From an optimization exercise on the open Yosys and OpenROAD flow, aimed at small area, a short achievable clock period and few clock cycles; shortcuts taken in it are not production practice. Only simulation tests tie the RTL to the original design; equivalence was not proved.

## flow/design.v (module list and top-level ports; edited modules follow where they fit)
// module milestone1: 869 lines
// module fadd: 4 lines
module milestone1(
   input  logic        clock,
   input  logic        resetn,
   input  logic [15:0] SRAM_read_data,
   output logic [17:0] SRAM_address,
   output logic [15:0] SRAM_write_data,
   output logic        SRAM_we_n,
   input  logic        M1_start,
   output logic        M1_end
);
  // ...
==> flow/flow/run.sh <==
#!/bin/bash
# The standard layout; the timing repair aims at a tighter setup target
# (repair_timing setup margin). Clock and constraints are unchanged.
set -euo pipefail
bash standard.sh SETUP_SLACK_MARGIN=7.8 finish > standard.log 2>&1
==> flow/standard.sh <==
#!/bin/bash
# synth_recipe.tcl (not shown) runs the flow's synth.tcl, then flattens the netlist and writes it again
# the make line also repeats each setting of config.mk as NAME=value (left out here)
make -C /OpenROAD-flow-scripts/flow DESIGN_CONFIG=/design/flow/config.mk WORK_HOME=/design/flow/orfs CLKGATE_MAP_FILE= SYNTH_SCRIPT=/design/flow/synth_recipe.tcl "${@:-finish}"
==> flow/config.mk <==
export PLATFORM = sky130hd
export DESIGN_NAME = milestone1
export DESIGN_NICKNAME = milestone1
export VERILOG_FILES = /design/flow/design.v
export SDC_FILE = /design/flow/constraint.sdc
export NUM_CORES = 4
export LEC_CHECK = 0
export CAP_MARGIN = 20
export CORE_MARGIN = 2
export CORE_UTILIZATION = 40
export SLEW_MARGIN = 20
export SYNTH_HIERARCHICAL = 1
export SYNTH_MINIMUM_KEEP_SIZE = 0
==> flow/constraint.sdc <==
create_clock -name core_clock -period 11.0 [get_ports {clock}]
set_input_delay 2.2000 -clock core_clock [delete_from_list [all_inputs] [get_ports {clock}]]
set_output_delay 2.2000 -clock core_clock [all_outputs]
set_load 0.01 [all_outputs]
==> impl_metrics.py, run 1 <==
metrics = {
    "status": {
        "status": "timing/DRC/antenna clean",
    },
    "place": {
        "dp.cells": 2445,
        "dp_hpwl_um": 37900,
    },
    "sta": {
        "min_period_ns": 3.53,
        "rsz0062_at_grt": "yes",
        "timing.fmax_ghz": 0.284,
    },
    "cells_and_area": {
        "antenna_cells": 0,
        "nonClockBufferCount": 124,
        "syn_to_final_growth_pct": 15.6,
        "final_common_cell": "fa_1",
        "multi_input_gates": 1158,
    },
    "synth": {
        "synthesis.nets": 2180,
        "synth_xor_area_share_pct": 3.39,
        "synthAdderAreaFrac_pct": 34.7,
        "synthesis.area_um2": 21900,
        "syn_avg_cell_area_um2": 12.8,
        "yosysTopAreaCell": "fa_1",
        "ys_seq_area_share_pct": 41.1,
    },
    "run": {
        "drv_cap": 0,
    },
    "hold_path": {
        "hp-class": "register to register",
        "holdPathEnd": "win[7][3]",
    },
    "setup_path": {
        "cp_slowest_cell": "fa_2",
        "cp_num_cells": 6,
        "regToRegEndpoint": "ip_ha[3]",
    },
    "routing": {
        "route.met3.wl_um": 2380,
    },
    "die": {
        "dieHeight_um": 238,
    },
}
Testbench counts, summed over its fixed seeds: cycles 1,157,880.
==> inputs of run 2 (changes only) <==
--- a/flow/design.v
+++ b/flow/design.v
@@ -831,39 +831,41 @@
       5'd0, 5'd3: SRAM_write_data <= {ur8, ug8};
       5'd1, 5'd4: SRAM_write_data <= {h1, ur8};
       5'd2, 5'd5, 5'd10: SRAM_write_data <= {h1, h2};
       default: ;
    endcase
 end
 wire [16:0] cbase = (isv ? 17'd57600 : 17'd38400) + {15'd0, coff};
 wire [17:0] caddr = {3'b000, yaddr[15:1]} + {1'b0, cbase};
+logic we;                     
+assign SRAM_we_n = ~we;
 wire fin = (t == 5'd0) && img_done;    
 always_ff @(posedge clock or negedge resetn) begin
    if (!resetn) begin
       t <= 5'd6;
       run <= 1'b0;
       st <= 1'b1;
       gr <= 7'd78;
       yaddr <= 16'd0;
       waddr <= 18'd146944;
-      SRAM_we_n <= 1'b1;
+      we <= 1'b0;
       M1_end <= 1'b0;
    end else if (!run) begin
-      SRAM_we_n <= 1'b1;
+      we <= 1'b0;
       if (M1_start && !M1_end) run <= 1'b1;
    end else begin
       if (fin) begin
          run <= 1'b0;
          M1_end <= 1'b1;
       end
       t <= tn;
       gr <= grn;
       st <= stn;
-      SRAM_we_n <= ~t_we | fin;
+      we <= t_we & ~fin;
       if (t_we) waddr <= waddr + 18'd1;
       if (t_yrd) yaddr <= yaddr + 16'd1;
    end
 end
 always_ff @(posedge clock) begin
    if (t_we)       SRAM_address <= waddr;
    else if (t_yrd) SRAM_address <= {2'b00, yaddr};
    else            SRAM_address <= caddr;
==> flow/flow/run.sh (replaced) <==
#!/bin/bash
# The standard layout; the timing repair aims at a tighter setup target
# (repair_timing setup margin), the clock tree is built without dummy loads, and
# the port buffers are plain buffers. Clock and constraints are unchanged.
set -euo pipefail
bash standard.sh SETUP_SLACK_MARGIN=7.8 \
  "CTS_ARGS=-sink_clustering_enable -repair_clock_nets -sink_clustering_size 30 -sink_clustering_max_diameter 100 -dont_use_dummy_load" \
  "BUFFER_PORTS_ARGS=-buffer_cell sky130_fd_sc_hd__buf_2" \
  finish > standard.log 2>&1
==> flow/config.mk (replaced) <==
export PLATFORM = sky130hd
export DESIGN_NAME = milestone1
export DESIGN_NICKNAME = milestone1
export VERILOG_FILES = /design/flow/design.v
export SDC_FILE = /design/flow/constraint.sdc
export NUM_CORES = 4
export LEC_CHECK = 0
export CAP_MARGIN = 20
export CORE_MARGIN = 2
export CORE_UTILIZATION = 40
export CTS_CLUSTER_DIAMETER = 100
export CTS_CLUSTER_SIZE = 30
export SLEW_MARGIN = 20
export SYNTH_HIERARCHICAL = 1
export SYNTH_MINIMUM_KEEP_SIZE = 0
==> run 2 against run 1 <==
  * Still clean on timing, DRC and antenna
  * Via count decreased by 0.94%
  * Die area increased by 0.23%
  * Cell count decreased by 1.3%
  * Sequential share of layout area increased by 1.3 points
  * Synthesized area increased by 0.23%
  * Design area decreased by 3.7%
  * Critical path type unchanged
==> impl_metrics.py, run 2 <==
metrics = {
    "sta": {
        "finalSetupTns_ns": 0,
        "setup_violations": 0,
        "timing.fmax_ghz": 0.281,
        "min_period_ns": 3.56,
        "hold_viol_final": 0,
        "slew_viol_final": 0,
        "relSlewSlack_pct": 31.9,
        "rsz0062_at_grt": "yes",
        "worst-slew-pin-transition_ns": 1.02,
        "layout_setup_ws_ns": 7.44,
        "finalCritPeriodShare_pct": 32.4,
        "finalClockSkew_ns": 0.0627,
        "whs_ns": 0.380,
    },
    "clock_tree": {
        "cts_hold_buf": 0,
        "cts_tree": "done",
        "cts_buffers": 17,
        "clk_pin_slew_ns": 0.11,
        "insertion_delay_ns": 0.55,
        "clock_path_buffers": 3,
        "cts_sinks": 374,
        "htree_levels": 1,
        "cts-root-buf": "clkbuf_16",
    },
    "synth": {
        "syn_inst": 1735,
        "synth-simple-area-share_pct": 6.62,
        "synth_edf_count": 120,
        "ys_types": 73,
        "synth_most_common_cell": "fa_1",
        "synth_top_family_by_area": "adder cells",
        "synthesis.nets": 2198,
        "yosysTopAreaCell": "fa_1",
        "ys_seq_area_share_pct": 41.0,
        "synth_async_sr_flop_share_pct": 16.0,
        "synthAdderAreaFrac_pct": 34.7,
        "synth_compound_area_share_pct": 8.32,
        "synthesis.area_um2": 22000,
        "ys_ff_latch": 374,
        "synth_ff_type": "dfxtp_1",
        "syn_avg_cell_area_um2": 12.7,
        "yosys_warnings": 8,
        "synth_area_leaders": "fa_1 25%, dfxtp_1 18%, edfxtp_1 16%, ha_1 9.6%, dfrtp_1 5.3%",
        "synth.area.mux_share_pct": 2.75,
        "synth_common_cells": "275 x fa_1, 194 x dfxtp_1, 169 x ha_1",
        "yosysTopAreaCellShare_pct": 25.0,
        "synth_xor_area_share_pct": 3.43,
    },
    "cells_and_area": {
        "nNetsFinal": 2318,
        "regMostFlops": "win",
        "drive_gt1_share_pct": 16.3,
        "final_cell_mix": "236 x fa_1, 185 x dfxtp_1, 164 x ha_1",
        "syn_to_final_growth_pct": 11.1,
        "final_common_cell": "fa_1",
        "antenna_cells": 0,
        "seqCellArea_um2": 9020,
        "multi_input_area_um2": 12500,
        "final_cell_area_um2": 24400,
        "reg_top3": "win: 88 flops, SRAM_address: 18 flops, waddr: 18 flops",
        "n_fill_cell": 4893,
        "largest_register_ff_count": 88,
    },
    "run": {
        "drv_cap": 0,
    },
    "setup_path": {
        "worstPathRequired_ns": 11.44,
        "cp-end-kind": "register",
        "arrival_ns": 4.00,
        "reg2reg_slack_ns": 7.44,
        "criticalPathCategory": "register to register",
        "cp_slowest_cell": "fa_2",
        "regToRegEndpoint": "ip_ha[3]",
        "cp_max_fo": 3,
        "crit_path_start_kind": "register",
        "cp_cell_sequence": "fa_2 > fa_2 > fa_2 > fa_1 > fa_1 > fa_1",
        "cpPeakStageDelay_ns": 0.59,
        "worst_path_dominant_cell_family": "adder cells",
        "reg2reg_from": "win[3][6]",
        "worstRegToRegCells": 6,
        "path_buf_inv": 0,
    },
    "routing": {
        "drc": 0,
        "vias": 13113,
        "routedWlPerCell_um": 19.4,
        "drt_iter0_drc": 639,
        "wl_um": 49400,
        "final_antenna_net_count": 0,
        "vias_per_cell": 5.14,
        "drt_first_pass_iters": 5,
    },
    "hold_path": {
        "holdPathEnd": "win[7][0]",
        "hp-class": "register to register",
        "hp-start": "win[8][0]",
        "min_path_cells": 0,
    },
    "grt": {
        "met2_usage_pct": 30.3,
        "grt_max_degree": 69,
        "grt_pass1_wl_um": 78300,
        "grt-busiest-layer": "met2",
        "grt_usage_pct": 17.9,
        "grt_use_met1_pct": 24.0,
        "use_met3_pct": 3.11,
        "grt-ovfl-total": 0,
        "grt_pass1_vias": 14017,
        "antenna_found_initial": 0,
    },
    "die": {
        "ios": 55,
        "die_w_um": 238,
        "core-area_um2": 54100,
        "fp.dieArea_um2": 56900,
        "dieHeight_um": 238,
        "initial_core_util_pct": 40.6,
        "num_rows": 85,
    },
    "place": {
        "dpl_cell_area_um2": 23100,
        "pre_cts_ws_ns": 7.33,
        "place_congestion": 0.899,
        "port_buffers": 54,
        "dp_hpwl_um": 37900,
    },
    "status": {
        "status": "timing/DRC/antenna clean",
    },
}
run 2: layout make-up:
cell class	count	area share, %
clock buffers	17	1.74
inverters	154	2.46
multi-input cells	1173	51.3
flip-flops and latches	374	36.9
well taps	696	3.57
repair buffers	135	4.01
run 2: worst max path at each step:
stage | cells after the start | start | slack (ns) | endpoint
after floorplan | 6 | win[3][6] | 7.59 | ip_ha[4]
after global placement | 6 | win[9][7] | 7.48 | ip_ha[3]
after detailed placement | 16 | ip_ha[0] | 7.33 | pv3[9]
after CTS | 6 | win[9][5] | 7.47 | ip_ha[3]
after global routing | 15 | ip_hb[0] | 7.28 | pv3[9]
final | 6 | win[3][6] | 7.44 | ip_ha[3]
run 2: timing repair:
action	CTS	global route
buffers inserted	37	33
cloned	0	0
setup endpoints to repair	55	59
pin swaps	14	35
resized for setup	37	65
endpoints found under the hold margin	0	0
run 2: metrics by stage:
step	util, %	std cells
final	45.1	2549
after floorplan	-	1735
after global routing	45.1	2549
after detailed placement	42.7	2462
after global placement	42.7	2462
after CTS	44.2	2516
run 2: routing by layer:
metal  vias up  share of wire (%)
met5         -                  0
met4         0                2.3
met3        59                5.0
met2       285                 48
met1      6604                 45
li1       6165                  -
run 2: logic make-up (layout without fill, tap and decap cells):
kind of cell,count (synthesis),in the layout
xor+xnor,86,86
compound gates,284,284
mux,55,55
simple gates,304,304
flops,374,374
fa+ha+maj,444,444
buf+inv,188,306
run 2: per-module statistics from Yosys (local to each module, per instance):
module	cell area [µm²]	flops+latches	cells
fadd	20.0	0	1
milestone1	16500	374	1463
Testbench counts of run 2, summed over its fixed seeds: cycles 1,157,880.
==> inputs of run 3 (changes only) <==
==> flow/flow/run.sh (replaced) <==
#!/bin/bash
# The standard layout; the timing repair aims at a tighter setup target
# (repair_timing setup margin), and the clock tree is built without dummy loads.
# Clock and constraints are unchanged.
set -euo pipefail
bash standard.sh SETUP_SLACK_MARGIN=7.5 "CTS_ARGS=-sink_clustering_enable -repair_clock_nets -sink_clustering_size 30 -sink_clustering_max_diameter 100 -dont_use_dummy_load" finish > standard.log 2>&1
==> run 3 against run 2 <==
  * Flip-flop and latch count unchanged
  * Non-clock buffer count decreased by 21
  * Clock skew increased by 0.021 ns
  * First-iteration DRC count increased by 20%
  * Critical path type unchanged
  * Synthesized cell count unchanged
  * Core utilization decreased by 0.17 points
  * Register-to-register slack improved by 0.02 ns
  * Sequential share of layout area increased by 0.10 points
==> impl_metrics.py, run 3 <==
metrics = {
    "status": {
        "status": "timing/DRC/antenna clean",
    },
    "cells_and_area": {
        "antenna_cells": 0,
        "final_cell_area_um2": 24300,
        "stdcell_count": 2529,
        "largest_register_ff_count": 88,
        "final_cell_mix": "259 x fa_1, 190 x dfxtp_1, 161 x ha_1",
        "reg_top3": "win: 88 flops, SRAM_address: 18 flops, waddr: 18 flops",
        "drive_gt1_share_pct": 10.4,
        "seqCellArea_um2": 9010,
        "syn_to_final_growth_pct": 10.7,
        "regMostFlops": "win",
        "multi_input_area_um2": 12500,
        "n_fill_cell": 4893,
        "nNetsFinal": 2298,
        "final_common_cell": "fa_1",
    },
    "die": {
        "num_rows": 85,
        "dieHeight_um": 238,
        "initial_core_util_pct": 40.6,
        "fp.dieArea_um2": 56900,
        "core-area_um2": 54100,
        "ios": 55,
        "die_w_um": 238,
    },
    "grt": {
        "grt_pass1_vias": 13848,
        "grt_usage_pct": 17.7,
        "grt_max_degree": 68,
        "grt-ovfl-total": 0,
        "antenna_found_initial": 0,
        "grt_pass1_wl_um": 77800,
    },
    "clock_tree": {
        "cts_sinks": 374,
        "insertion_delay_ns": 0.55,
        "clk_pin_slew_ns": 0.12,
        "cts-root-buf": "clkbuf_16",
        "htree_levels": 1,
        "clock_path_buffers": 3,
        "cts_tree": "done",
        "cts_buffers": 18,
    },
    "sta": {
        "finalCritPeriodShare_pct": 32.2,
        "timing.fmax_ghz": 0.282,
        "finalSetupTns_ns": 0,
        "layout_setup_ws_ns": 7.46,
        "relSlewSlack_pct": 27.3,
        "hold_viol_final": 0,
        "slew_viol_final": 0,
        "min_period_ns": 3.54,
        "rsz0062_at_grt": "yes",
        "whs_ns": 0.382,
        "worst-slew-pin-transition_ns": 1.09,
        "finalClockSkew_ns": 0.0840,
        "setup_violations": 0,
    },
    "setup_path": {
        "arrival_ns": 3.99,
        "cpPeakStageDelay_ns": 0.58,
        "cp_common_cell": "fa_1",
        "worstPathRequired_ns": 11.45,
        "cp_slowest_cell": "fa_2",
        "crit_path_start_kind": "register",
        "cp-end-kind": "register",
        "worstRegToRegCells": 6,
        "reg2reg_slack_ns": 7.46,
        "path_buf_inv": 0,
        "reg2reg_from": "win[3][6]",
        "regToRegEndpoint": "ip_ha[3]",
        "cp_max_fo": 3,
        "criticalPathCategory": "register to register",
        "worst_path_dominant_cell_family": "adder cells",
        "cp_cell_sequence": "fa_2 > fa_1 > fa_1 > fa_1 > fa_1 > fa_2",
    },
    "hold_path": {
        "min_path_cells": 0,
        "hp-start": "win[2][2]",
        "holdPathEnd": "win[1][2]",
        "hp-class": "register to register",
    },
    "place": {
        "dp_hpwl_um": 37700,
        "place_congestion": 0.878,
        "dp.cells": 2462,
        "dpl_cell_area_um2": 23300,
        "pre_cts_ws_ns": 7.28,
        "port_buffers": 54,
    },
    "synth": {
        "yosysTopAreaCellShare_pct": 25.0,
        "synth_area_leaders": "fa_1 25%, dfxtp_1 18%, edfxtp_1 16%, ha_1 9.6%, dfrtp_1 5.3%",
        "synthesis.area_um2": 22000,
        "synth_most_common_cell": "fa_1",
        "ys_ff_latch": 374,
        "synth_edf_count": 120,
        "syn_inst": 1735,
        "ys_types": 73,
        "yosys_warnings": 8,
        "syn_avg_cell_area_um2": 12.7,
        "synth_ff_type": "dfxtp_1",
        "synth_common_cells": "275 x fa_1, 194 x dfxtp_1, 169 x ha_1",
        "synthesis.nets": 2198,
        "ys_seq_area_share_pct": 41.0,
        "synth_async_sr_flop_share_pct": 16.0,
        "yosysTopAreaCell": "fa_1",
    },
    "routing": {
        "wl_um": 49400,
        "vias_per_cell": 5.17,
        "drt_first_pass_iters": 5,
        "final_antenna_net_count": 0,
        "drc": 0,
        "vias": 13073,
        "drt_iter0_drc": 764,
        "routedWlPerCell_um": 19.5,
    },
    "run": {
        "drv_cap": 0,
    },
}
-- run 3: area by class of cell --
type	instances	share of cell area, %
tap	696	3.58
clock buffer	18	1.85
multi-input combinational	1173	51.2
inverter	154	2.41
sequential	374	37.0
timing repair buffer	114	3.89
-- run 3: kinds of logic after synthesis --
logic type	count (synthesis)	synth area share, %
flops	374	41.0
fa+ha+maj	444	34.7
buf+inv	188	3.27
compound gates	284	8.32
simple gates	304	6.62
xor+xnor	86	3.43
mux	55	2.75
-- run 3: worst max-delay path by stage --
| stage | start | to | cells past startpoint |
|---|---|---|---|
| after floorplan | win[7][2] | ip_ha[3] | 6 |
| after global placement | ip_ha[0] | pv3[9] | 15 |
| after detailed placement | ip_ha[0] | pv3[9] | 15 |
| after CTS | ip_ha[0] | pv3[9] | 15 |
| after global routing | ip_hb[1] | pv3[9] | 14 |
| final | win[3][6] | ip_ha[3] | 6 |
-- run 3: Yosys stat by module (local to each module, per instance) --
module | area, µm² | copies in the design
milestone1 | 16500 | 1
fadd | 20.0 | 272
-- run 3: repair_timing --
action | CTS | global route
setup buffers | 26 | 23
resized for setup | 47 | 47
endpoints found under the setup margin | 47 | 15
hold buffers | 0 | 0
hold endpoints to repair | 0 | 0
pin swaps | 7 | 21
-- run 3: per-layer routing --
layer  wire length (µm)  vias to the layer above  track usage [%]
li1                   -                     6124                -
met1              22300                     6630             24.1
met2              23800                      266             30.1
met3               2320                       53             2.85
met4               1010                        0             3.58
met5                  0                        -                0
-- run 3: through the flow --
step	util [%]
detailed placement	43.1
floorplan	-
finish	45.0
CTS	44.3
global route	45.0
global placement	43.1
==> inputs of run 4 (changes only) <==
==> flow/flow/run.sh (replaced) <==
#!/bin/bash
# The standard layout; the timing repair aims at a tighter setup target
# (repair_timing setup margin), and the clock tree is built without dummy loads.
# Clock and constraints are unchanged.
set -euo pipefail
bash standard.sh SETUP_SLACK_MARGIN=7.8 "CTS_ARGS=-sink_clustering_enable -repair_clock_nets -sink_clustering_size 30 -sink_clustering_max_diameter 100 -dont_use_dummy_load" finish > standard.log 2>&1
==> run 4 against run 3 <==
  * Still clean on timing, DRC and antenna
  * Highest routed layer unchanged
  * Count of clock-buffer cells in the layout up 1
  * Critical path type unchanged
  * Non-clock buffer count up 7
==> impl_metrics.py, run 4 <==
metrics = {
    "setup_path": {
        "arrival_ns": 3.96,
        "cp_slowest_cell": "fa_1",
        "cp_cell_sequence": "fa_1 > fa_1 > fa_1 > fa_1 > fa_1 > fa_1",
        "crit_path_start_kind": "register",
        "regToRegEndpoint": "ip_ha[3]",
        "reg2reg_from": "win[9][5]",
        "cp_common_cell": "fa_1",
        "cpPeakStageDelay_ns": 0.58,
        "worstPathRequired_ns": 11.44,
        "cp-end-kind": "register",
        "criticalPathCategory": "register to register",
        "cp_max_fo": 4,
        "reg2reg_slack_ns": 7.47,
        "worstRegToRegCells": 6,
    },
    "synth": {
        "ys_ff_latch": 374,
        "yosys_warnings": 8,
        "yosysTopAreaCellShare_pct": 25.0,
        "synthesis.nets": 2198,
        "synth_most_common_cell": "fa_1",
        "ys_seq_area_share_pct": 41.0,
        "yosysTopAreaCell": "fa_1",
        "syn_inst": 1735,
        "synth_common_cells": "275 x fa_1, 194 x dfxtp_1, 169 x ha_1",
        "synthesis.area_um2": 22000,
        "synth_area_leaders": "fa_1 25%, dfxtp_1 18%, edfxtp_1 16%, ha_1 9.6%, dfrtp_1 5.3%",
        "synth_async_sr_flop_share_pct": 16.0,
        "synth_edf_count": 120,
        "synth_ff_type": "dfxtp_1",
        "syn_avg_cell_area_um2": 12.7,
        "ys_types": 73,
    },
    "grt": {
        "grt_pass1_vias": 14049,
        "antenna_found_initial": 0,
        "grt_max_degree": 84,
        "grt_usage_pct": 17.8,
        "grt-ovfl-total": 0,
        "grt_pass1_wl_um": 78200,
    },
    "cells_and_area": {
        "final_cell_mix": "249 x fa_1, 182 x dfxtp_1, 165 x ha_1",
        "final_common_cell": "fa_1",
        "stdcell_count": 2538,
        "largest_register_ff_count": 88,
        "reg_top3": "win: 88 flops, SRAM_address: 18 flops, waddr: 18 flops",
        "regMostFlops": "win",
        "fin_util_pct": 45.1,
        "syn_to_final_growth_pct": 11.1,
        "drive_gt1_share_pct": 14.1,
        "nNetsFinal": 2306,
    },
    "place": {
        "dp_hpwl_um": 37700,
        "place_congestion": 0.916,
        "port_buffers": 54,
        "dp.cells": 2462,
        "pre_cts_ws_ns": 7.26,
    },
    "clock_tree": {
        "cts_sinks": 374,
        "clock_path_buffers": 3,
        "cts_buffers": 19,
        "cts_tree": "done",
        "cts-root-buf": "clkbuf_16",
        "clk_pin_slew_ns": 0.11,
        "htree_levels": 1,
        "insertion_delay_ns": 0.55,
    },
    "routing": {
        "vias_per_cell": 5.17,
        "drt_iter0_drc": 746,
        "drt_first_pass_iters": 5,
        "routedWlPerCell_um": 19.5,
        "wl_um": 49400,
        "drc": 0,
        "vias": 13131,
        "final_antenna_net_count": 0,
    },
    "sta": {
        "relSlewSlack_pct": 30.1,
        "finalSetupTns_ns": 0,
        "finalCritPeriodShare_pct": 32.1,
        "timing.fmax_ghz": 0.284,
        "finalClockSkew_ns": 0.0721,
        "layout_setup_ws_ns": 7.47,
        "min_period_ns": 3.53,
        "setup_violations": 0,
        "worst-slew-pin-transition_ns": 1.05,
        "hold_viol_final": 0,
        "whs_ns": 0.403,
        "rsz0062_at_grt": "yes",
        "slew_viol_final": 0,
    },
    "die": {
        "die_w_um": 238,
        "fp.dieArea_um2": 56900,
        "ios": 55,
        "dieHeight_um": 238,
        "num_rows": 85,
        "initial_core_util_pct": 40.6,
        "core-area_um2": 54100,
    },
    "status": {
        "status": "timing/DRC/antenna clean",
    },
    "hold_path": {
        "hp-class": "register to register",
        "holdPathEnd": "win[7][2]",
        "min_path_cells": 0,
        "hp-start": "win[8][2]",
    },
    "run": {
        "drv_cap": 0,
    },
}
==> run 4: cell counts after synthesis <==
Identical to the previous run, type by type.
==> run 4: worst max path at each step <==
stage | endpoint | cells after the start | slack, ns | start
6_report | ip_ha[3] | 6 | 7.47 | win[9][5]
4_1_cts | ip_ha[3] | 6 | 7.49 | win[9][5]
3_3_place_gp | ip_ha[3] | 6 | 7.45 | win[9][7]
5_1_grt | ip_ha[3] | 6 | 7.39 | win[3][6]
3_5_place_dp | ub_c | 8 | 7.26 | py[7]
2_1_floorplan | ip_ha[4] | 6 | 7.59 | win[3][6]
==> run 4: kinds of logic (layout without fill, tap and decap cells) <==
family / after synthesis / in the layout / synth area share (%)
buf+inv: 188 / 294 / 3.27
mux: 55 / 55 / 2.75
other cells: 0 / 1 / 0
simple gates: 304 / 304 / 6.62
xor+xnor: 86 / 86 / 3.43
fa+ha+maj: 444 / 444 / 34.7
compound gates: 284 / 284 / 8.32
flops: 374 / 374 / 41.0
==> run 4: critical path: cells and delay by family, from the launching register on <==
| family | cells | cell delay [ns] |
|---|---|---|
| fa+ha+maj | 6 | 2.90 |
| flops | 1 | 0.52 |
==> run 4: layout make-up <==
type                            instances  area, µm²
Fill cell                            4847      29700
Inverter                              154        603
Tap cell                              696        871
Clock buffer                           19        475
Antenna cell                            1       2.50
Multi-Input combinational cell       1173      12500
Sequential cell                       374       9030
Timing Repair Buffer                  121        967
==> run 4: per-layer routing <==
layer | wire length, µm | vias up | global-route usage [%]
li1 | - | 6147 | -
met1 | 22000 | 6622 | 24.0
met2 | 23800 | 284 | 30.1
met3 | 2220 | 78 | 2.49
met4 | 1370 | 0 | 4.77
met5 | 0 | - | 0
==> run 4: per-module statistics from Yosys (local to each module, per instance) <==
module / copies in the design / area, µm²
milestone1: 1 / 16500
fadd: 272 / 20.0
==> run 4: what timing repair did <==
item                                    CTS  global route
hold buffers                              0             0
setup buffers                            44            12
pin swaps                                19             4
endpoints found under the setup margin   60            59
resized for setup                       186            47
==> run 4: through the flow <==
| step | instance area (µm²) |
|---|---|
| 2_1_floorplan | 22000 |
| 3_3_place_gp | 23400 |
| 3_5_place_dp | 23400 |
| 4_1_cts | 24200 |
| 5_1_grt | 24400 |
| 6_report | 24400 |

[afterwards: timing with drivers on the ports]
Ports are ideal in the flow. The routed layouts listed here were re-timed in OpenROAD. Step 1 assumes that a clkbuf_16 drives the clock port and a buf_2 every other input. Step 2 adds t to the input delays and takes it off the output delays; t is the mean of the earliest and latest rising clock arrival at the registers after step 1. Input paths then give back, and output paths get back, about the clock's delay inside the block. Slacks: ideal ports / drivers / drivers and shift; pairs: ideal ports / drivers.
| run | t, ns | setup WS [ns] | worst hold slack (ns) | worst setup path at the end |
|---|---|---|---|---|
| run 1 | 0.629 | 7.474 / 7.474 / 7.474 | 0.416 / 0.416 / 0.416 | register to register |
| run 2 | 0.578 | 7.437 / 7.437 / 7.437 | 0.380 / 0.380 / 0.380 | register to register |
| run 3 | 0.570 | 7.455 / 7.455 / 7.455 | 0.382 / 0.382 / 0.382 | register to register |
| run 4 | 0.573 | 7.474 / 7.474 / 7.474 | 0.403 / 0.403 / 0.403 | register to register |
After both steps setup and hold are still met in every run listed.
